This design comes from an exercise in tuning for small area on the open sky130 flow, not from production work.
The RTL was checked by simulation tests, not by an equivalence proof against the original design.
The clock input has no modelled driver; a real chip could not lean on it and would need a root buffer or a full tree.
No activity file was given, so power comes from the tool's default toggle rates.

==> flow/design.v <==
module traffic_control(GSN1,GSN2,GWE1,GWE2,RWE,RNS,SN1D1,SN1D2,SN2D1,SN2D2,WE1D1,WE1D2,WE2D1,WE2D2,CLK,RESET);
output GSN1,GSN2,GWE1,GWE2,RWE,RNS;
output [6:0] SN1D1,SN1D2,SN2D1,SN2D2,WE1D1,WE1D2,WE2D1,WE2D2;
input CLK,RESET;
reg [6:0] s;
wire [6:0] ns;
always @(posedge CLK or posedge RESET)
  if (RESET) s <= 0;
  else s <= ns;
wire new_n100, new_n101, new_n102, new_n104, new_n105, new_n106, new_n107, new_n108, new_n109, new_n110, new_n111, new_n112, new_n113, new_n114, new_n115, new_n116, new_n118, new_n119, new_n120, new_n121, new_n122, new_n123, new_n124, new_n125, new_n126, new_n127, new_n128, new_n129, new_n130, new_n131, new_n132, new_n134, new_n135, new_n138, new_n139, new_n140, new_n141, new_n142, new_n143, new_n144, new_n145, new_n146, new_n147, new_n148, new_n149, new_n150, new_n151, new_n152, new_n153, new_n154, new_n155, new_n156, new_n157, new_n164, new_n165, new_n166, new_n167, new_n169, new_n171, new_n173, new_n174, new_n175, new_n176, new_n177, new_n178, new_n179, new_n180, new_n181, new_n182, new_n183, new_n184, new_n185, new_n187, new_n188, new_n189, new_n190, new_n191, new_n192, new_n194, new_n195, new_n199, new_n200, new_n201, new_n202, new_n204, new_n205, new_n206, new_n207, new_n208, new_n209, new_n211, new_n215, new_n217, new_n219, new_n220, new_n221, new_n222, new_n223, new_n224, new_n225, new_n226, new_n227, new_n228, new_n229, new_n230, new_n231, new_n232, new_n234, new_n235, new_n236, new_n237, new_n238, new_n239, new_n240, new_n241, new_n243, new_n244, new_n245, new_n246, new_n247, new_n250, new_n251, new_n252, new_n253, new_n254, new_n255, new_n256, new_n258, new_n259, new_n260, new_n261, new_n262, new_n265, new_n267, new_n268, new_n269, new_n270, new_n271, new_n272, new_n274, new_n275, new_n279, new_n280, new_n281, new_n282, new_n283, new_n284, new_n285, new_n289, new_n292, new_n293, new_n294, new_n295, new_n297, new_n298, new_n300, new_n301, new_n302, new_n304, new_n306, new_n308, new_n309, new_n310, new_n311, new_n312, new_n313, new_n314, new_n315, new_n316, new_n317, new_n319, new_n321, new_n323, new_n324, new_n325, new_n326, new_n327, new_n329, new_n330, new_n332, new_n79, new_n80, new_n81, new_n82, new_n85, new_n86, new_n87, new_n88, new_n89, new_n90, new_n91, new_n92, new_n93, new_n94, new_n95, new_n96, new_n97, new_n98, new_n99;
assign GWE2 = s[5] & s[4];
assign new_n79 = s[1] & s[0];
assign new_n80 = s[2] & new_n79;
assign new_n81 = s[3] & new_n80;
assign new_n82 = GWE2 & new_n81;
assign ns[6] = s[6] | new_n82;
assign GSN1 = ~s[5] & ~s[4];
assign new_n85 = ~GWE2 & ~GSN1;
assign new_n86 = ~s[3] & s[1];
assign new_n87 = ~s[2] & ~new_n86;
assign new_n88 = s[3] & ~s[1];
assign new_n89 = s[2] & ~new_n88;
assign new_n90 = ~new_n87 & ~new_n89;
assign new_n91 = ~s[4] & s[2];
assign new_n92 = s[4] & ~s[2];
assign new_n93 = ~new_n91 & ~new_n92;
assign new_n94 = ~new_n90 & ~new_n93;
assign new_n95 = ~s[2] & new_n88;
assign new_n96 = ~s[4] & ~new_n95;
assign new_n97 = ~new_n89 & ~new_n96;
assign new_n98 = ~new_n94 & new_n97;
assign new_n99 = s[6] & ~s[5];
assign new_n100 = new_n98 & new_n99;
assign new_n101 = ~new_n86 & ~new_n88;
assign new_n102 = new_n93 & new_n101;
assign GWE1 = s[5] & ~s[4];
assign new_n104 = ~new_n102 & ~GWE1;
assign new_n105 = s[3] & s[2];
assign new_n106 = new_n99 & ~new_n105;
assign new_n107 = ~new_n104 & ~new_n106;
assign new_n108 = ~new_n100 & ~new_n107;
assign new_n109 = new_n98 & new_n108;
assign new_n110 = ~s[5] & ~s[1];
assign new_n111 = ~s[3] & ~new_n110;
assign new_n112 = s[3] & new_n110;
assign new_n113 = new_n91 & ~new_n112;
assign new_n114 = ~new_n111 & new_n113;
assign new_n115 = s[5] & new_n86;
assign new_n116 = new_n93 & new_n115;
assign GSN2 = ~s[5] & s[4];
assign new_n118 = new_n95 & GSN2;
assign new_n119 = ~new_n116 & ~new_n118;
assign new_n120 = ~new_n114 & new_n119;
assign new_n121 = new_n94 & new_n99;
assign new_n122 = new_n120 & new_n121;
assign new_n123 = ~new_n109 & ~new_n122;
assign new_n124 = s[0] & ~GSN2;
assign new_n125 = s[3] & ~new_n124;
assign new_n126 = s[4] & ~s[0];
assign new_n127 = ~GWE1 & ~new_n126;
assign new_n128 = ~new_n125 & new_n127;
assign new_n129 = ~new_n108 & ~new_n128;
assign new_n130 = new_n123 & ~new_n129;
assign new_n131 = ~s[4] & s[3];
assign new_n132 = new_n130 & new_n131;
assign WE1D1[6] = ~new_n85 & ~new_n132;
assign new_n134 = s[4] & ~new_n81;
assign new_n135 = ~s[4] & new_n81;
assign ns[4] = new_n134 | new_n135;
assign WE1D1[2] = ~WE1D1[6] | ns[4];
assign new_n138 = ~s[3] & ~new_n80;
assign new_n139 = ~s[1] & ~s[0];
assign new_n140 = s[2] & ~new_n139;
assign new_n141 = s[6] & ~s[0];
assign new_n142 = ~s[6] & s[1];
assign new_n143 = s[6] & s[0];
assign new_n144 = ~s[1] & new_n143;
assign new_n145 = ~new_n142 & ~new_n144;
assign new_n146 = ~new_n95 & ~new_n145;
assign new_n147 = ~new_n141 & ~new_n146;
assign new_n148 = new_n140 & ~new_n147;
assign new_n149 = new_n138 & ~new_n148;
assign new_n150 = ~s[4] & new_n149;
assign new_n151 = ~s[2] & ~new_n79;
assign new_n152 = s[6] & ~new_n151;
assign new_n153 = new_n150 & ~new_n152;
assign new_n154 = ~s[5] & ~new_n153;
assign new_n155 = WE1D1[2] & ~new_n154;
assign new_n156 = ~s[2] & new_n139;
assign new_n157 = new_n131 & ~new_n156;
assign SN1D1[6] = new_n85 & ~new_n157;
assign SN1D1[2] = ns[4] | ~SN1D1[6];
assign ns[5] = new_n155 | ~SN1D1[2];
assign ns[3] = ~new_n81 & ~new_n138;
assign ns[2] = ~new_n80 & ~new_n151;
assign ns[1] = ~new_n79 & ~new_n139;
assign new_n164 = ~s[3] & ~new_n140;
assign new_n165 = s[5] & new_n164;
assign new_n166 = ~ns[2] & new_n165;
assign new_n167 = ~new_n85 & ~new_n166;
assign SN1D1[4] = ~SN1D1[2] | new_n167;
assign new_n169 = s[4] & ~new_n164;
assign SN1D1[0] = SN1D1[4] | new_n169;
assign new_n171 = ~s[5] & new_n164;
assign SN1D1[5] = new_n167 | new_n171;
assign new_n173 = new_n90 & GSN2;
assign new_n174 = ~s[3] & ~s[2];
assign new_n175 = ~s[1] & ~new_n174;
assign new_n176 = s[5] & ~new_n86;
assign new_n177 = ~new_n175 & new_n176;
assign new_n178 = new_n92 & new_n177;
assign new_n179 = new_n91 & new_n115;
assign new_n180 = ~new_n178 & ~new_n179;
assign new_n181 = ~new_n173 & new_n180;
assign new_n182 = s[0] & ~new_n181;
assign new_n183 = ~SN1D1[4] & ~new_n175;
assign new_n184 = s[4] & s[3];
assign new_n185 = ~new_n156 & new_n184;
assign SN2D1[6] = s[5] & ~new_n185;
assign new_n187 = ~new_n92 & ~SN2D1[6];
assign new_n188 = SN1D1[5] & new_n187;
assign new_n189 = ~s[1] & SN1D1[4];
assign new_n190 = ~new_n188 & new_n189;
assign new_n191 = ~new_n183 & ~new_n190;
assign new_n192 = s[0] & ~new_n191;
assign SN1D2[5] = new_n181 & ~new_n192;
assign new_n194 = new_n94 & ~new_n191;
assign new_n195 = SN1D2[5] & new_n194;
assign SN1D2[0] = ~new_n182 & ~new_n195;
assign SN1D2[1] = new_n101 | new_n120;
assign SN1D2[2] = s[0] | new_n181;
assign new_n199 = ~s[0] & new_n101;
assign new_n200 = ~new_n94 & ~new_n97;
assign new_n201 = ~new_n199 & new_n200;
assign new_n202 = ~SN1D2[5] & new_n201;
assign SN1D2[3] = SN1D2[0] & ~new_n202;
assign new_n204 = ~new_n105 & ~new_n166;
assign new_n205 = s[4] & ns[1];
assign new_n206 = ~new_n204 & new_n205;
assign new_n207 = ~new_n182 & ~new_n206;
assign new_n208 = ~new_n188 & new_n207;
assign new_n209 = s[0] & new_n208;
assign SN1D2[4] = SN1D2[0] & ~new_n209;
assign new_n211 = new_n131 & new_n156;
assign SN1D2[6] = new_n208 & ~new_n211;
assign SN2D1[2] = ~ns[4] | ~SN2D1[6];
assign SN2D1[4] = new_n154 | ~SN2D1[2];
assign new_n215 = GWE1 & ~new_n164;
assign SN2D1[0] = SN2D1[4] | new_n215;
assign new_n217 = GWE1 & new_n164;
assign SN2D1[5] = new_n154 | new_n217;
assign new_n219 = ~new_n123 & ~new_n156;
assign new_n220 = s[5] & ~new_n95;
assign new_n221 = ~new_n104 & ~new_n220;
assign new_n222 = ~new_n130 & new_n221;
assign new_n223 = ~new_n219 & ~new_n222;
assign new_n224 = ~s[5] & ~s[0];
assign new_n225 = s[5] & s[0];
assign new_n226 = ~new_n224 & ~new_n225;
assign new_n227 = ~new_n106 & new_n226;
assign new_n228 = ~new_n102 & new_n227;
assign new_n229 = ~new_n99 & ~new_n156;
assign new_n230 = ~new_n95 & ~new_n226;
assign new_n231 = ~new_n229 & new_n230;
assign new_n232 = ~GSN2 & ~new_n231;
assign SN2D2[4] = new_n228 | ~new_n232;
assign new_n234 = ~s[4] & ~new_n105;
assign new_n235 = s[5] & ~new_n234;
assign new_n236 = new_n104 & new_n200;
assign new_n237 = ~new_n177 & ~new_n236;
assign new_n238 = s[6] & ~new_n237;
assign new_n239 = ~new_n235 & ~new_n238;
assign new_n240 = ~s[6] & ~new_n120;
assign new_n241 = new_n239 & ~new_n240;
assign WE1D2[1] = new_n220 | new_n241;
assign new_n243 = new_n108 & WE1D2[1];
assign new_n244 = ~s[0] & ~new_n243;
assign new_n245 = SN1D2[1] & ~new_n221;
assign new_n246 = ~new_n244 & new_n245;
assign new_n247 = ~SN2D2[4] & ~new_n246;
assign SN2D2[0] = ~new_n223 | ~new_n247;
assign SN2D2[1] = GSN2 | new_n223;
assign new_n250 = s[6] & ~new_n87;
assign new_n251 = ~new_n89 & ~new_n250;
assign new_n252 = ~new_n247 & ~new_n251;
assign new_n253 = new_n247 & new_n251;
assign new_n254 = GSN1 & ~new_n253;
assign new_n255 = ~new_n252 & new_n254;
assign new_n256 = s[0] & new_n243;
assign WE1D2[5] = new_n123 & ~new_n256;
assign new_n258 = SN1D2[0] & WE1D2[5];
assign new_n259 = ~SN2D2[4] & ~new_n258;
assign new_n260 = s[5] & new_n201;
assign new_n261 = ~new_n259 & ~new_n260;
assign new_n262 = ~new_n255 & new_n261;
assign SN2D2[5] = ~new_n223 | new_n262;
assign SN2D2[2] = ~SN2D2[4] | SN2D2[5];
assign new_n265 = ~new_n247 & ~new_n259;
assign SN2D2[3] = ~new_n223 | new_n265;
assign new_n267 = new_n155 & SN1D2[3];
assign new_n268 = new_n262 & ~new_n267;
assign new_n269 = ~new_n247 & ~new_n268;
assign new_n270 = ~WE1D1[2] & new_n154;
assign new_n271 = new_n247 & new_n262;
assign new_n272 = ~new_n270 & ~new_n271;
assign SN2D2[6] = new_n269 | ~new_n272;
assign new_n274 = ~new_n152 & new_n171;
assign new_n275 = new_n85 & ~new_n274;
assign WE1D1[4] = ~WE1D1[2] | new_n275;
assign WE1D1[0] = new_n169 | WE1D1[4];
assign WE1D1[5] = new_n165 | new_n275;
assign new_n279 = ~s[3] & ~new_n91;
assign new_n280 = ~new_n99 & new_n279;
assign new_n281 = new_n106 & ~new_n279;
assign new_n282 = ~new_n280 & ~new_n281;
assign new_n283 = ~ns[1] & new_n282;
assign new_n284 = ns[1] & ~new_n282;
assign new_n285 = ~new_n283 & ~new_n284;
assign WE1D2[3] = ~new_n243 | ~new_n285;
assign WE1D2[0] = new_n201 | WE1D2[3];
assign WE1D2[2] = s[0] | new_n123;
assign new_n289 = ~s[0] & WE1D2[3];
assign WE1D2[4] = new_n129 | new_n289;
assign WE1D2[6] = new_n130 | ~WE1D2[2];
assign new_n292 = ~new_n120 & ~new_n143;
assign new_n293 = s[0] & ~new_n239;
assign new_n294 = ~new_n292 & ~new_n293;
assign new_n295 = new_n184 & new_n294;
assign WE2D1[6] = ~s[5] & ~new_n295;
assign new_n297 = s[6] & ns[4];
assign new_n298 = ~SN1D1[6] & ~new_n297;
assign WE2D1[2] = ~WE2D1[6] | new_n298;
assign new_n300 = s[5] & ~s[2];
assign new_n301 = new_n153 & new_n300;
assign new_n302 = s[5] & ~new_n301;
assign WE2D1[4] = ~WE2D1[2] | new_n302;
assign new_n304 = ~s[4] & ~new_n149;
assign WE2D1[0] = WE2D1[4] | new_n304;
assign new_n306 = ~s[5] & ~new_n150;
assign WE2D1[5] = ~new_n301 & ~new_n306;
assign new_n308 = ~s[6] & s[0];
assign new_n309 = ~new_n141 & ~new_n308;
assign new_n310 = new_n241 & new_n309;
assign new_n311 = SN1D1[2] & WE1D1[4];
assign new_n312 = new_n145 & SN2D1[2];
assign new_n313 = SN1D2[0] & new_n312;
assign new_n314 = new_n311 & ~new_n313;
assign new_n315 = ~new_n221 & ~new_n309;
assign new_n316 = ~GWE2 & ~new_n315;
assign new_n317 = ~new_n314 & new_n316;
assign WE2D2[4] = ~new_n310 & ~new_n317;
assign new_n319 = SN2D2[2] & new_n310;
assign WE2D2[0] = WE2D2[4] | new_n319;
assign new_n321 = new_n147 & ~new_n311;
assign WE2D2[3] = ~new_n317 | new_n321;
assign new_n323 = ~s[5] & new_n201;
assign new_n324 = WE2D2[3] & ~new_n323;
assign new_n325 = ~s[5] & ~new_n94;
assign new_n326 = ~new_n179 & ~new_n211;
assign new_n327 = ~new_n325 & new_n326;
assign WE2D2[1] = ~new_n324 | new_n327;
assign new_n329 = new_n87 & GWE1;
assign new_n330 = new_n324 & ~new_n329;
assign WE2D2[2] = ~new_n315 | new_n330;
assign new_n332 = ~new_n143 & new_n221;
assign WE2D2[5] = new_n330 | new_n332;
assign WE2D2[6] = ~GWE2 & new_n294;
assign SN1D1[1] = 1'b1;
assign SN2D1[1] = 1'b1;
assign WE1D1[1] = 1'b1;
assign WE2D1[1] = 1'b1;
assign ns[0] = ~s[0];
assign RWE = ~s[5];
assign RNS = s[5];
assign SN1D1[3] = SN1D1[0];
assign SN2D1[3] = SN2D1[0];
assign WE1D1[3] = WE1D1[0];
assign WE2D1[3] = WE2D1[0];
endmodule
==> flow/flow/run.sh <==
#!/bin/bash
# The standard ORFS layout (standard.sh) with three changes:
#  - synthesis maps the logic with an area-only ABC script (flow/abc_area.script):
#    no buffering or upsizing inside ABC, and no half/full-adder extraction;
#  - ports that carry the same signal are not given extra synthesis buffers
#    (each port still gets its own port buffer in placement);
#  - the port buffers are the smallest buffer cell, buf_1.
set -euo pipefail
W=$PWD
rm -rf "$W/scripts"
cp -r "$FLOW_HOME/scripts" "$W/scripts"
cp "$W/flow/abc_area.script" "$W/scripts/abc_area.script"
export SCRIPTS_DIR="$W/scripts"
export ADDER_MAP_FILE=
export SYNTH_INSBUF=0
export BUFFER_PORTS_ARGS="-buffer_cell sky130_fd_sc_hd__buf_1"
export SKIP_REPAIR_TIE_FANOUT=1
export CTS_ARGS="-sink_clustering_enable -repair_clock_nets -buf_list sky130_fd_sc_hd__clkbuf_2 -root_buf sky130_fd_sc_hd__clkbuf_2 -sink_clustering_size 16 -sink_clustering_max_diameter 200 -dont_use_dummy_load"
bash standard.sh > "$W/standard.log" 2>&1
==> flow/flow/abc_area.script <==
strash
dch -f
map
topo
==> flow/standard.sh <==
#!/bin/bash
# synth_recipe.tcl (not shown) runs the flow's synth.tcl, then flattens the netlist and writes it again
# the make line also repeats each setting of config.mk as NAME=value (left out here)
make -C /OpenROAD-flow-scripts/flow DESIGN_CONFIG=/design/flow/config.mk WORK_HOME=/design/flow/orfs CLKGATE_MAP_FILE= SYNTH_SCRIPT=/design/flow/synth_recipe.tcl "${@:-finish}"
==> flow/config.mk <==
export PLATFORM = sky130hd
export DESIGN_NAME = traffic_control
export DESIGN_NICKNAME = traffic_control
export VERILOG_FILES = /design/flow/design.v
export SDC_FILE = /design/flow/constraint.sdc
export NUM_CORES = 4
export LEC_CHECK = 0
export ABC_AREA = 1
export CAP_MARGIN = 20
export CORE_AREA = 4 4 64 64
export DIE_AREA = 0 0 68 68
export GPL_TIMING_DRIVEN = 0
export SLEW_MARGIN = 20
==> flow/constraint.sdc <==
create_clock -name core_clock -period 5.0 [get_ports {CLK}]
set_input_delay 1.0000 -clock core_clock [delete_from_list [all_inputs] [get_ports {CLK}]]
set_output_delay 1.0000 -clock core_clock [all_outputs]
set_load 0.01 [all_outputs]
==> impl_results.md, run 1 <==
- DR vias: ~1.8k
- Leading cell type in the layout, fill and taps excluded: nand2_1
- H-tree lvl count: 1
- Leak: 0.5959 nW
- Row count: 21
- Req. time, crit path: ~4 ns
- Die height: 68 um
- Crit. End Element: output pin
- Vias in the first global route: between 1.5k and 2k
- Crit Path Max Fanout: 10
- First drt pass iteration count: 4
- Met2 wire length: ~2200 um
- DIE AREA: 0.004624 mm^2
- Iteration-0 DRC Markers: between 150 and 200
- Synthesis-to-layout area growth: 27.24%
- Largest net degree at the start of global routing: 18
- CP Depth: 14
- Status: no timing/DRC/antenna violations
- CTS tree: built
- GRT Total Usage: between 20% and 30%
- CTS Hold Buffers Added: 0
- Synth area leader: nand2_1
- Crit path top cell by count: nand2_1
- Total clock buffers created by CTS: 3
- R2R cell count: 10
- Critical Path End: WE2D2[5]
- Pwr Density: around 59 mW/mm^2
- DP Area: between 0.001 and 0.0015 mm^2
- Gate Count Post-Synth: 229
- Finished Cell Area: between 0.0015 and 0.002 mm^2
- Yosys top cell area share: between 10% and 20%
- Synth cell types: 28
- CP top delay family: compound AO/OA/AOI/OAI gates
- Reg with most FFs: s
- Final period util: about nine tenths
- Regs by FF count: s x7
- Clock Path Buffers: 2
- Worst setup path class: reg -> out
- Initial core utilization: a little over a third
- Number of flip-flops in the largest register: 7
- Critical Path Source: s[3]
- Filler instances: around 400
- First-pass GRT wire length: 7610 um
- Initial antenna violation count: 0
- Worst path max stage delay: between 0.5 and 0.6 ns
- Reg2reg start: s[0]
- Mapped Avg Cell Area: 5.316 um^2
- Yosys reg bits: 7
- Register area share after synthesis: roughly 14%
- Core area: 0.003416 mm^2
- Root buffer cell: clkbuf_2
- FF-to-FF setup slack: ~2.3 ns
- CP Cell Sequence: clkinv_1 -> nor2_1 -> clkinv_1 -> o21ai_1 -> nand2_1 -> nand2_1 -> o21ai_0 -> nand4_1 -> nand2_1 -> o311ai_0 -> nand3_1 -> o211ai_1 -> o21ai_0 -> buf_1
- Clock Sinks: 7
- Largest cells by area after synthesis: nand2_1, dfrtp_1, nor2_1, clkinv_1, o21ai_0
- Buffers added on ports: 59
- Grt total ovfl: 0
- Max-slew violations: 0
- Wire per inst: between 10 and 15 um
- Drt total wl: between 4000 and 5000 um
- Max Used Layer: met4
- VDD IR max: 74.47 uV
- Worst R2R End: s[5]
- RSZ-0062 raised after global routing: no
- Final setup violation count: 0
- Drt via density: roughly 5.4
- Tmin final: ~4.6 ns
- Max-cap violations: 0
- Most frequent cells in the layout: nand2_1, buf_1, nor2_1
- RePlAce Congestion: ~0.9
- Final Skew: between 0.008 and 0.009 ns
- Clk latency of the worst-skew pair: between 0.2 and 0.25 ns
- Antenna Nets Post-Route: 0
- DIE WIDTH: approximately 68 um
- Netlist Area Pre-Place: 0.001217 mm^2
- Fin nets: approximately 300
- CP max stage cell: dfrtp_1
- Hold Crit Class: in -> async
- Clock slew at reported path FFs: approximately 0.06 ns
- Actual slew at the worst max-slew pin: 0.8169 ns
- I/O pin count: 64
- Layout cells sized above 1: approximately 3.8%
- ANT cells: 0
- CP arrival: roughly 3.6 ns
- Sum of negative setup slack: 0 ns
- Residual DRC count: 0
- CP Buf/Inv Count: 3
- Relative slew slack: a little under half
- HPWL after DPL: ~3900 um
- Kind of start point of the critical path: flip-flop
- Fmax: 0.2195 GHz
- Wl on met1: between 1500 and 2000 um
- Post-Synthesis Net Count: 231
- Final Hold Fails: 0
- Met3 WL post-DR: between 300 and 400 um
- Synth warn: 1
## area by class of cell
cell class,count,area [um^2],area share [%]
Clock buffer,3,15.01,0.9693
Sequential cell,7,177.7,11.47
Multi-Input combinational cell,190,922.1,59.53
Inverter,32,127.6,8.239
Timing Repair Buffer,61,249.0,16.07
Tap cell,46,57.56,3.716
## cells by family after synthesis
group	synth area share, %
buffers and inverters	9.867
AOI/OAI and AO/OA	32.38
other	0.3080
DFF	14.39
xor gates and xnor gates	1.439
and+or+nand+nor	41.62
## worst reg2reg max path, delay by kind of cell (launching register included)
family	cells	cell delay [ns]
and+or+nand+nor	5	0.92
DFF	1	0.61
AOI/OAI and AO/OA	4	0.60
buffers and inverters	1	0.42
## stage by stage
stage	power [W]	utilization (%)	worst slack, ns	cells	hold slack (ns)
after detailed placement	0.00006055	43.81	0.3598	334	0.7569
final	0.00009116	45.35	0.4432	339	0.6783
after global placement	0.00006054	43.81	0.2763	334	0.7587
after floorplan	0.00005988	-	0.8335	229	0.6581
after global routing	0.00009565	45.35	0.03169	339	0.6897
after CTS	0.00009379	44.25	0.08560	337	0.6665
## how the worst min path moves through the flow
| stage | endpoint | cells after the start |
|---|---|---|
| finish | s[3] | 2 |
| global placement | s[3] | 2 |
| floorplan | s[6] | 2 |
| CTS | s[3] | 2 |
| detailed placement | s[3] | 2 |
| global route | s[1] | 2 |
## where the power goes
group	switching, W	internal [W]
registers	0	0.0000567
logic	0.00000256	0.000000241
clock network	0.0000154	0.0000162
total	0.0000180	0.0000732
## cell usage after synthesis
library cell / count
nand2_1: 64
nor2_1: 35
clkinv_1: 32
o21ai_0: 19
a21oi_1: 15
nand3_1: 12
o211ai_1: 9
dfrtp_1: 7
nor3_1: 6
a22oi_1: 5
nand4_1: 3
o311ai_0: 3
a31oi_1: 2
or2_2: 2
xor2_1: 2
a211oi_1: 1
a21boi_0: 1
a311oi_1: 1
a32o_1: 1
a41oi_1: 1
conb_1: 1
nand3b_1: 1
nor4_1: 1
o21a_1: 1
o21bai_1: 1
o221ai_1: 1
o22ai_1: 1
o31ai_1: 1
## metal layers
layer / GRT usage [%] / vias to the layer above
li1: - / 921
met1: 28.78 / 813
met2: 33.33 / 81
met3: 1.806 / 8
met4: 9.677 / 0
met5: 0 / -
## repair_timing
| item | 4_1_cts | 5_1_grt |
|---|---|---|
| gates resized for setup | 0 | 6 |
| setup endpoints to repair | 0 | 8 |
| buffers inserted | 0 | 2 |
==> inputs of run 2 (changes only) <==
--- a/flow/flow/run.sh
+++ b/flow/flow/run.sh
@@ -18,2 +18,3 @@
 export CTS_ARGS="-sink_clustering_enable -repair_clock_nets -buf_list sky130_fd_sc_hd__clkbuf_2 -root_buf sky130_fd_sc_hd__clkbuf_2 -sink_clustering_size 16 -sink_clustering_max_diameter 200 -dont_use_dummy_load"
+export POST_CTS_TCL="$W/flow/post_cts.tcl"
 bash standard.sh > "$W/standard.log" 2>&1
==> flow/flow/abc_area.script (replaced) <==
strash
dch -f
map -D 2200
topo
==> flow/flow/post_cts.tcl (new file) <==
# POST_CTS_TCL hook: with only a handful of flip-flops, one clock buffer is enough.
# Replace the clock tree CTS built (a root buffer feeding leaf buffers) by its root
# buffer alone, driving every flip-flop clock pin.
set block [ord::get_db_block]
set root ""
foreach inst [$block getInsts] {
  set it [$inst findITerm A]
  if {$it == "NULL" || $it == ""} continue
  set n [$it getNet]
  if {$n != "NULL" && $n != "" && [$n getName] == "CLK" && [string match "*clkbuf*" [[$inst getMaster] getName]]} { set root $inst }
}
puts "clock root: [$root getName]"
set rootnet [[$root findITerm X] getNet]
set leaves {}
foreach it [$rootnet getITerms] {
  set inst [$it getInst]
  if {$inst != $root && [string match "*clkbuf*" [[$inst getMaster] getName]]} { lappend leaves $inst }
}
foreach leaf $leaves {
  set onet [[$leaf findITerm X] getNet]
  foreach it [$onet getITerms] {
    if {[$it getInst] == $leaf} continue
    $it disconnect
    $it connect $rootnet
  }
  puts "removed [$leaf getName]"
  [$leaf findITerm A] disconnect
  [$leaf findITerm X] disconnect
  odb::dbInst_destroy $leaf
  odb::dbNet_destroy $onet
}
==> run 2 against run 1 <==
  * Still clean
  * Clock-buffer cell count is 2 lower
  * Design area is 2.7% lower
  * Critical path depth is 4 higher
  * Wire length is 0.15% higher
  * First-iteration DRC count is 26% lower
  * Sequential power hardly changed
  * Cell count is 2.7% lower
  * Clock power is 43% lower
  * Area after synthesis is 3.9% lower
  * Die area stayed put
  * Non-clock buffer count is 1 lower
==> impl_results.md, run 2 <==
- Layout cells sized above 1: under 10%
- GR peak layer: met2
- Met3 usage: about 2.3%
- Post-synthesis xor/xnor area fraction: about 1.5%
- Initial core utilization: between 30% and 40%
- DR vias: 1760
- Number of flops mapped to enable cells by yosys: 0
- Drt via density: roughly 5.3
- Number of flip-flops in the largest register: 7
- CP Buf/Inv Count: 3
- CP Depth: 18
- Critical Path End: WE2D2[5]
- Kind of start point of the critical path: flip-flop
- Final core occ: around 44%
- Netlist Area Pre-Place: between 0.001 and 0.0015 mm^2
- Worst R2R End: s[5]
- Clock slew at reported path FFs: about 0.11 ns
- Die height: slightly below 70 um
- VDD IR max: ~120 uV
- CP max stage cell: dfrtp_2
- Wire per inst: approximately 14 um
- Yosys top cell area share: 16.36%
- Clock Sinks: 7
- Hold Crit Class: reg -> reg
- R2R cell count: 13
- FF-to-FF setup slack: roughly 2.2 ns
- RSZ-0062 raised after global routing: yes
- Crit Path Max Fanout: 8
- Worst path max stage delay: approximately 0.48 ns
- Largest cells by area after synthesis: nor2_1, dfrtp_1, nand2_1, clkinv_1, o21ai_0
- Post-synth top cells: nor2_1, nand2_1, clkinv_1
- Synth Area in Adders: 0%
- Residual DRC count: 0
- First-pass GRT wire length: 7776 um
- Async SR Flop Fraction: 100.0%
- Iteration-0 DRC Markers: ~150
- Critical Path Source: s[2]
- Gate Count Post-Synth: about 220
- Complex-gate fraction of the synthesized area: ~33%
- Register area share after synthesis: between 10 and 15%
- GR Util met2: about a third
- Req. time, crit path: 4.00 ns
- Final setup violation count: 0
- DP Area: approximately 0.0014 mm^2
- Filler instances: 404
- Sum of negative setup slack: 0 ns
- Reg with most FFs: s
- DIE AREA: 0.004624 mm^2
- Reg2reg start: s[3]
- Synth Area in Simple Gates: 37.97%
- Status: no timing/DRC/antenna violations
- Antenna Nets Post-Route: 0
- Tmin final: ~4.6 ns
- Leading cell type in the layout, fill and taps excluded: buf_1
- RePlAce Congestion: 0.9173
- Largest family of logic cells by synthesized area: simple AND/OR/NAND/NOR gates
- Synth cell types: 25
- Pwr Density: 51.24 mW/mm^2
- Worst Slack Setup Final: between 0.3 and 0.4 ns
- Mux contribution to synthesized area: 0%
- Ys flop type: dfrtp_1
- Regs by FF count: s x7
- Drt total wl: roughly 4700 um
- Row count: 21
- CP Cell Sequence: clkinv_1 -> nor2_1 -> clkinv_1 -> a21oi_1 -> nor2_1 -> a22oi_1 -> a32o_1 -> nor2_1 -> a21oi_1 -> nand2_1 -> nand2_1 -> nand2_1 -> a31o_2 -> nand3_1 -> o21ai_0 -> o21bai_1 -> o21ai_0 -> buf_1
- Core area: 0.003416 mm^2
- Max-slew violations: 0
- Most frequent cells in the layout: buf_1, nor2_1, nand2_1
- First drt pass iteration count: 5
- GR Util met1: a little under a third
- Top-count cell post-synth: nor2_1
- Yosys reg bits: 7
- Fmax: approximately 0.22 GHz
- Grt total ovfl: 0
- Final Hold Fails: 0
- HPWL after DPL: ~3800 um
- DIE WIDTH: approximately 70 um
- Final period util: 92.63%
- Finished Cell Area: 0.001506 mm^2
- Largest net degree at the start of global routing: 16
- GRT Total Usage: between 20 and 25%
- ANT cells: 0
- Vias in the first global route: between 1.5k and 2k
- Synthesis-to-layout area growth: 28.77%
- Mapped Avg Cell Area: around 5.2 um^2
- Buffers added on ports: 59
- Leak: between 0.5 and 0.6 nW
- DP Worst Slack: 0.01596 ns
- Post-Synthesis Net Count: approximately 230
- Fin nets: 288
- Worst setup path class: reg -> out
- Synth warn: 1
- Clk latency of the worst-skew pair: around 0.14 ns
- Max-cap violations: 0
- Crit. End Element: output pin
- I/O pin count: 64
- Initial antenna violation count: 0
- Final Skew: roughly 0.00027 ns
- CP arrival: around 3.6 ns
- CP top delay family: compound AO/OA/AOI/OAI gates
- Synth area leader: nor2_1
[run 2: cell count changes after synthesis, sizes merged, moves of 2 or more]
cell,before,now
nand4,3,0
o21ai,19,21
nand2,64,44
a22oi,5,2
o311ai,3,0
a21o,0,3
nor2,35,51
o211ai,9,5
nand3,12,10
or2,2,0
clkinv,32,39
[run 2: per-layer routing]
metal | part of all wire, % | up-vias
met1 | 44 | 794
met5 | 0 | -
met3 | 10 | 6
li1 | - | 869
met4 | 1.2 | 0
met2 | 45 | 91
[run 2: through the flow]
step,total power (W),hold slack [ns],std cells
after floorplan,0.00005988,0.5939,223
after global placement,0.00006039,0.7268,328
after detailed placement,0.00006041,0.7133,328
after global routing,0.00007929,0.6311,330
final,0.00007719,0.6204,330
[run 2: final cells by class]
cell class	count	area, um^2	area share, %
well taps	46	57.56	3.821
clock buffers	1	5.005	0.3322
inverters	39	156.4	10.38
repair buffers	60	229.0	15.20
flip-flops and latches	7	182.7	12.13
multi-input cells	177	875.8	58.14
[run 2: how the worst min path moves through the flow]
stage	startpoint	end	slack, ns	depth (start not counted)
3_5_place_dp	s[3]	s[3]	0.71	2
3_3_place_gp	s[3]	s[3]	0.73	2
5_1_grt	s[0]	s[0]	0.63	1
2_1_floorplan	s[3]	s[3]	0.59	2
6_report	s[0]	s[0]	0.62	1
[run 2: power by group]
| part | switching [W] | total (W) | internal [W] |
|---|---|---|---|
| registers | 0 | 0.0000566 | 0.0000566 |
| logic | 0.00000242 | 0.00000266 | 0.000000244 |
| clock network | 0.0000124 | 0.0000180 | 0.00000561 |
| total | 0.0000148 | 0.0000772 | 0.0000624 |
[run 2: kinds of logic (layout without fill, tap and decap cells)]
family	after synthesis	count (layout)
AO/OA/AOI/OAI	62	62
XOR/XNOR	2	2
buffers and inverters	39	100
flip-flops	7	7
other	1	1
AND/OR/NAND/NOR	112	112
==> inputs of run 3 (changes only) <==
==> flow/flow/abc_area.script (replaced) <==
strash
dch -f
amap
topo
==> run 3 against run 2 <==
  * Area after synthesis shrank 4.9%
  * Critical path depth stayed put
  * Non-clock buffer count grew 17
  * First-iteration DRC count is 55% higher
==> impl_results.md, run 3 <==
- Min-delay src: s[0]
- First drt pass iteration count: 6
- Relative slew slack: 45.02%
- Hold Path Stages: 1
- Grt total ovfl: 0
- HPWL after DPL: 3699 um
- Number of flops mapped to enable cells by yosys: 0
- DP Worst Slack: -0.4566 ns
- Drt total wl: 4931 um
- Gate Count Post-Synth: 208
- Max-slew violations: 0
- Buffers added on ports: ~60
- DR vias: ~1.9k
- Ys flop type: dfrtp_1
- Worst setup path class: reg -> out
- Regs by FF count: s x7
- Final Hold Fails: 0
- Storage cell area: about 190 um^2
- Vias in the first global route: roughly 1.6k
- Antenna Nets Post-Route: 0
- Wire per inst: ~15 um
- Post-Synthesis Net Count: between 200 and 250
- Crit Path Max Fanout: 11
- DIE WIDTH: ~68 um
- GRT Total Usage: 21.58%
- VDD IR max: 82.74 uV
- Req. time, crit path: around 4.0 ns
- Post-synth top cells: nor2_1, clkinv_1, o21ai_0
- RePlAce Congestion: roughly 0.96
- Tmin final: 4.737 ns
- Final period util: between 90% and 100%
- DIE AREA: between 0.004 and 0.005 mm^2
- Register area share after synthesis: between 10% and 20%
- Core area: 0.003416 mm^2
- Total power: 0.00007850 W
- Pwr Density: around 47 mW/mm^2
- Synth warn: 1
- Actual slew at the worst max-slew pin: approximately 0.82 ns
- Clock slew at reported path FFs: 0.12 ns
- Netlist Area Pre-Place: 0.001112 mm^2
- Reg2reg start: s[3]
- Status: no timing/DRC/antenna violations
- Clk latency of the worst-skew pair: about 0.14 ns
- First-pass GRT wire length: around 7700 um
- R2R cell count: 13
- Hold Crit Class: reg -> reg
- Number of flip-flops in the largest register: 7
- Fmax: between 0.2 and 0.25 GHz
- Iteration-0 DRC Markers: 230
- Crit. End Element: output pin
- Multi-input logic area: 905.9 um^2
- Drt via density: ~5.6
- Leading cell type in the layout, fill and taps excluded: buf_1
- Yosys top cell area share: slightly below 20%
- Synthesis-to-layout area growth: 50.39%
- Row count: 21
- Initial core utilization: 32.56%
- Clock Sinks: 7
- Final setup violation count: 0
- Synth cell types: 27
- Layout Cells excl Fill: ~330
- Initial antenna violation count: 0
- Largest net degree at the start of global routing: 17
- Most frequent cells in the layout: buf_1, nor2_1, clkinv_1
- Mapped Avg Cell Area: 5.348 um^2
- Worst R2R End: s[5]
- Placed Cells: between 300 and 400
- Kind of start point of the critical path: flip-flop
- Yosys reg bits: 7
- Fin nets: just under 300
- Reg with most FFs: s
- Top-count cell post-synth: nor2_1
- Layout cells sized above 1: about 19%
- Max-cap violations: 0
- Filler instances: 380
- Final Skew: about 0.00017 ns
- Worst Slack Setup Final: around 0.26 ns
- CP arrival: around 3.7 ns
- Synth area leader: nor2_1
- FF-to-FF setup slack: 2.48 ns
- Residual DRC count: 0
- Sum of negative setup slack: 0 ns
- Leak: between 0.6 and 0.7 nW
- Die height: 68 um
- Async SR Flop Fraction: 100.0%
- I/O pin count: 64
- Hold Path End: s[0]
- Largest cells by area after synthesis: nor2_1, dfrtp_1, o21ai_0, clkinv_1, nand2_1
- ANT cells: 0
run 3: cell count changes in the layout (fill, tap and decap cells not counted), moves of 5 or more:
cell      before  now
o211ai_1       5    0
nand3_1       10    4
nor2_2         1   10
nand2_1       43   24
clkinv_1      35   28
buf_4          1   17
run 3: power breakdown:
| group | switching, W | total (W) | internal, W |
|---|---|---|---|
| Combinational | 0.00000248 | 0.00000273 | 0.000000244 |
| Clock | 0.0000136 | 0.0000192 | 0.00000561 |
| Sequential | 0 | 0.0000566 | 0.0000566 |
run 3: worst max path at each step:
stage          slack [ns]  startpoint  cells past startpoint        to
6_report             0.26        s[0]                     18  WE2D2[0]
5_1_grt             -0.02        s[3]                     22  SN2D2[6]
3_5_place_dp        -0.46        s[4]                     20  WE2D2[5]
3_3_place_gp        -0.49        s[5]                     17  WE2D2[5]
2_1_floorplan        0.06        s[5]                     16  WE2D2[5]
run 3: logic make-up after synthesis:
group	synth area share, %
flip-flops	15.75
AO/OA/AOI/OAI	35.10
other	0.3371
AND/OR/NAND/NOR	36.33
buffers and inverters	12.49
run 3: per-layer routing:
metal / vias up / global-route usage [%] / wire [um] / part of all wire, %
met5: - / 0 / 0 / 0
li1: 869 / - / - / -
met1: 830 / 29.80 / 1978 / 40
met2: 142 / 33.81 / 2259 / 46
met4: 0 / 7.692 / 140 / 2.8
met3: 20 / 3.120 / 552 / 11
run 3: cell type report:
cell class,count,area share [%]
well taps,46,3.441
flip-flops and latches,7,11.07
repair buffers,77,22.14
multi-input cells,164,54.15
inverters,37,8.901
clock buffers,1,0.2992
run 3: per-stage QoR:
step                      instance area [um^2]  hold WS (ns)  util, %
after floorplan                           1112        0.5921        -
after global placement                    1391        0.6721    40.73
after detailed placement                  1391        0.6695    40.73
after global routing                      1673        0.6614    48.97
final                                     1673        0.6533    48.97
run 3: critical path, stage by stage (launching register included):
cell	delay [ns]
dfrtp_2	0.50
inv_4	0.16
nor2_2	0.07
nand2_1	0.16
clkinv_1	0.12
nor2_1	0.17
nor2_1	0.09
nor2_1	0.18
a21oi_1	0.10
nor3_1	0.34
o32ai_2	0.16
a21boi_1	0.32
a31oi_2	0.17
buf_4	0.18
a21oi_1	0.17
a221o_1	0.21
nand3_1	0.15
a21o_1	0.21
buf_1	0.13
==> inputs of run 4 (changes only) <==
==> flow/flow/abc_area.script (replaced) <==
strash
dch -f
map
topo
==> run 4 against run 3 <==
  * Hold slack gained 0.094 ns
  * Die area stayed put
  * Cell count up 0.90%
  * First-iteration DRC count is 27% lower
  * Critical path type unchanged
==> impl_results.md, run 4 <==
- Number of flip-flops in the largest register: 7
- Vias in the first global route: around 1.6k
- Post-Synthesis Net Count: around 230
- I/O pin count: 64
- Leak: 0.5757 nW
- Netlist Area Pre-Place: 0.001217 mm^2
- GR peak layer: met2
- Most frequent cells in the layout: nand2_1, buf_1, nor2_1
- Internal power: approximately 0.000062 W
- Sum of negative setup slack: 0 ns
- Fin nets: between 200 and 300
- CP arrival: roughly 3.6 ns
- Buffers added on ports: 59
- Core area: ~0.0034 mm^2
- DIE WIDTH: approximately 68 um
- Mapped Avg Cell Area: about 5.3 um^2
- First-pass GRT wire length: approximately 7600 um
- Grt total ovfl: 0
- Gate Count Post-Synth: about 230
- Sw Pwr: 0.00001392 W
- Layout cells sized above 1: 2.076%
- Reg with most FFs: s
- Iteration-0 DRC Markers: between 150 and 200
- Clock slew at reported path FFs: about 0.10 ns
- GR Util met2: between 30% and 40%
- Initial antenna violation count: 0
- Tmin final: around 4.6 ns
- DR vias: ~1.8k
- Antenna Nets Post-Route: 0
- GR Util met1: between 20% and 30%
- Post-synth top cells: nand2_1, nor2_1, clkinv_1
- Fmax: 0.2183 GHz
- Relative slew slack: a little under half
- Largest net degree at the start of global routing: 18
- Drt total wl: 4686 um
- VDD IR max: roughly 70 uV
- Async SR Flop Fraction: between 90% and 100%
- DIE AREA: 0.004624 mm^2
- Crit Path Max Fanout: 13
- Sequential power share: between 70% and 80%
- GRT Total Usage: 21.18%
- Hold Crit Class: in -> async
- Kind of start point of the critical path: flip-flop
- Yosys top cell area share: about a fifth
- RePlAce Congestion: approximately 0.91
- Status: no timing/DRC/antenna violations
- Net Sw Frac: between 15 and 20%
- Layout Cells excl Fill: roughly 340
- Max-cap violations: 0
- Final hold slack: between 0.7 and 0.8 ns
- Initial core utilization: ~36%
- Final Skew: roughly 0.00011 ns
- Synth cell types: 28
- First drt pass iteration count: 7
- Final period util: between 90% and 100%
- Row count: 21
- Clk latency of the worst-skew pair: roughly 0.13 ns
- Met3 usage: about 1.8%
- Clock Sinks: 7
- Leading cell type in the layout, fill and taps excluded: nand2_1
- Logic pwr share: ~3.7%
- Ys flop type: dfrtp_1
- Pwr Density: roughly 51 mW/mm^2
- Final setup violation count: 0
- Actual slew at the worst max-slew pin: approximately 0.8 ns
- Die height: ~68 um
- Max-slew violations: 0
- Number of flops mapped to enable cells by yosys: 0
- HPWL after DPL: slightly below 4000 um
- Req. time, crit path: approximately 4.0 ns
- Drt via density: between 5 and 6
- Total power: between 0.00007 and 0.00008 W
- Yosys reg bits: 7
- Final Hold Fails: 0
- Synth area leader: nand2_1
- ANT cells: 0
- Top-count cell post-synth: nand2_1
- Register area share after synthesis: 14.39%
- Wire per inst: 13.99 um
- Synth warn: 1
- Clock group share of total power: between 20 and 25%
- Crit. End Element: output pin
- Regs by FF count: s x7
- Residual DRC count: 0
- Worst setup path class: reg -> out
- Largest cells by area after synthesis: nand2_1, dfrtp_1, nor2_1, clkinv_1, o21ai_0
- Synthesis-to-layout area growth: 24.05%
- Placed Cells: about 330
[run 4: layout make-up]
| class | instances | area [um^2] |
|---|---|---|
| Clock buffer | 1 | 5.005 |
| Fill cell | 412 | 1906 |
| Inverter | 32 | 127.6 |
| Multi-Input combinational cell | 190 | 922.1 |
| Sequential cell | 7 | 176.4 |
| Tap cell | 46 | 57.56 |
| Timing Repair Buffer | 59 | 221.5 |
[run 4: path summary, 6_finish.rpt]
path / slack, ns / cells past startpoint / to / start
setup / recovery: 0.42 / 14 / WE2D2[5] / s[4]
max in group asynchronous: 4.09 / 2 / s[5] / RESET
min in group core_clock: 0.78 / 2 / s[3] / s[3]
setup reg to reg: 2.25 / 10 / s[5] / s[2]
hold / removal: 0.75 / 2 / s[5] / RESET
hold reg to reg: 0.78 / 2 / s[3] / s[3]
[run 4: power groups by stage]
stage	clock, W	combinational, W	sequential [W]
2_1_floorplan	0	0.00000220	0.0000577
3_3_place_gp	0	0.00000286	0.0000577
3_5_place_dp	0	0.00000287	0.0000577
5_1_grt	0.0000202	0.00000333	0.0000566
6_report	0.0000170	0.00000281	0.0000566
[run 4: layer usage]
metal,up-vias,routed length [um]
met5,-,0
met4,0,108
met3,8,397
met2,90,2161
met1,821,2018
li1,918,-
[run 4: through the flow]
stage / worst slack [ns] / instance area (um^2) / utilization [%]
6_report: 0.4197 / 1510 / 44.21
5_1_grt: -0.003861 / 1510 / 44.21
3_5_place_dp: 0.3598 / 1496 / 43.81
3_3_place_gp: 0.2763 / 1496 / 43.81
2_1_floorplan: 0.8335 / 1217 / -
[run 4: worst max-delay path, cell delays in order (launching register included)]
cell and delay [ns]:
dfrtp_1 0.57, clkinvlp_4 0.35, nor2_1 0.26, clkinv_1 0.10, o21ai_1 0.36, nand2_1 0.23
nand2_1 0.17, o21ai_0 0.15, nand4_1 0.12, nand2_1 0.14, o311ai_0 0.39, nand3_1 0.21
o211ai_1 0.15, o21ai_0 0.11, buf_1 0.15
[run 4: logic make-up after synthesis]
kind of cell           count (synthesis)  synth area share (%)
XOR/XNOR                               2                 1.439
AO/OA/AOI/OAI                         63                 32.38
flip-flops                             7                 14.39
buffers and inverters                 32                 9.867
other                                  1                0.3080
AND/OR/NAND/NOR                      124                 41.62

what the ideal ports hide:
Ports are ideal in the flow. The routed layouts listed here were re-timed in OpenROAD. Step 1: set_driving_cell puts a clkbuf_16 on CLK and a buf_2 on each other input, an assumption about the parent block. Step 2 adds t to the input delays and takes it off the output delays; t is the mean of the earliest and latest rising clock arrival at the registers after step 1. Input paths then give back, and output paths get back, about the clock's delay inside the block. Three values: ideal, step 1, step 2; two values: the first two.
| run | t, ns | slack for setup (ns) | worst hold slack (ns) | worst setup path at the end | cell pins on the clock port's net |
|---|---|---|---|---|---|
| run 1 | 0.224 | 0.443 / 0.426 / 0.650 | 0.678 / 0.682 / 0.740 | register to output | 1 |
| run 2 | 0.153 | 0.368 / 0.352 / 0.505 | 0.620 / 0.620 / 0.620 | register to output | 1 |
| run 3 | 0.162 | 0.263 / 0.246 / 0.407 | 0.653 / 0.653 / 0.653 | register to output | 1 |
| run 4 | 0.148 | 0.420 / 0.402 / 0.550 | 0.747 / 0.751 / 0.775 | register to output | 1 |
After both steps setup and hold are still met in every run listed.
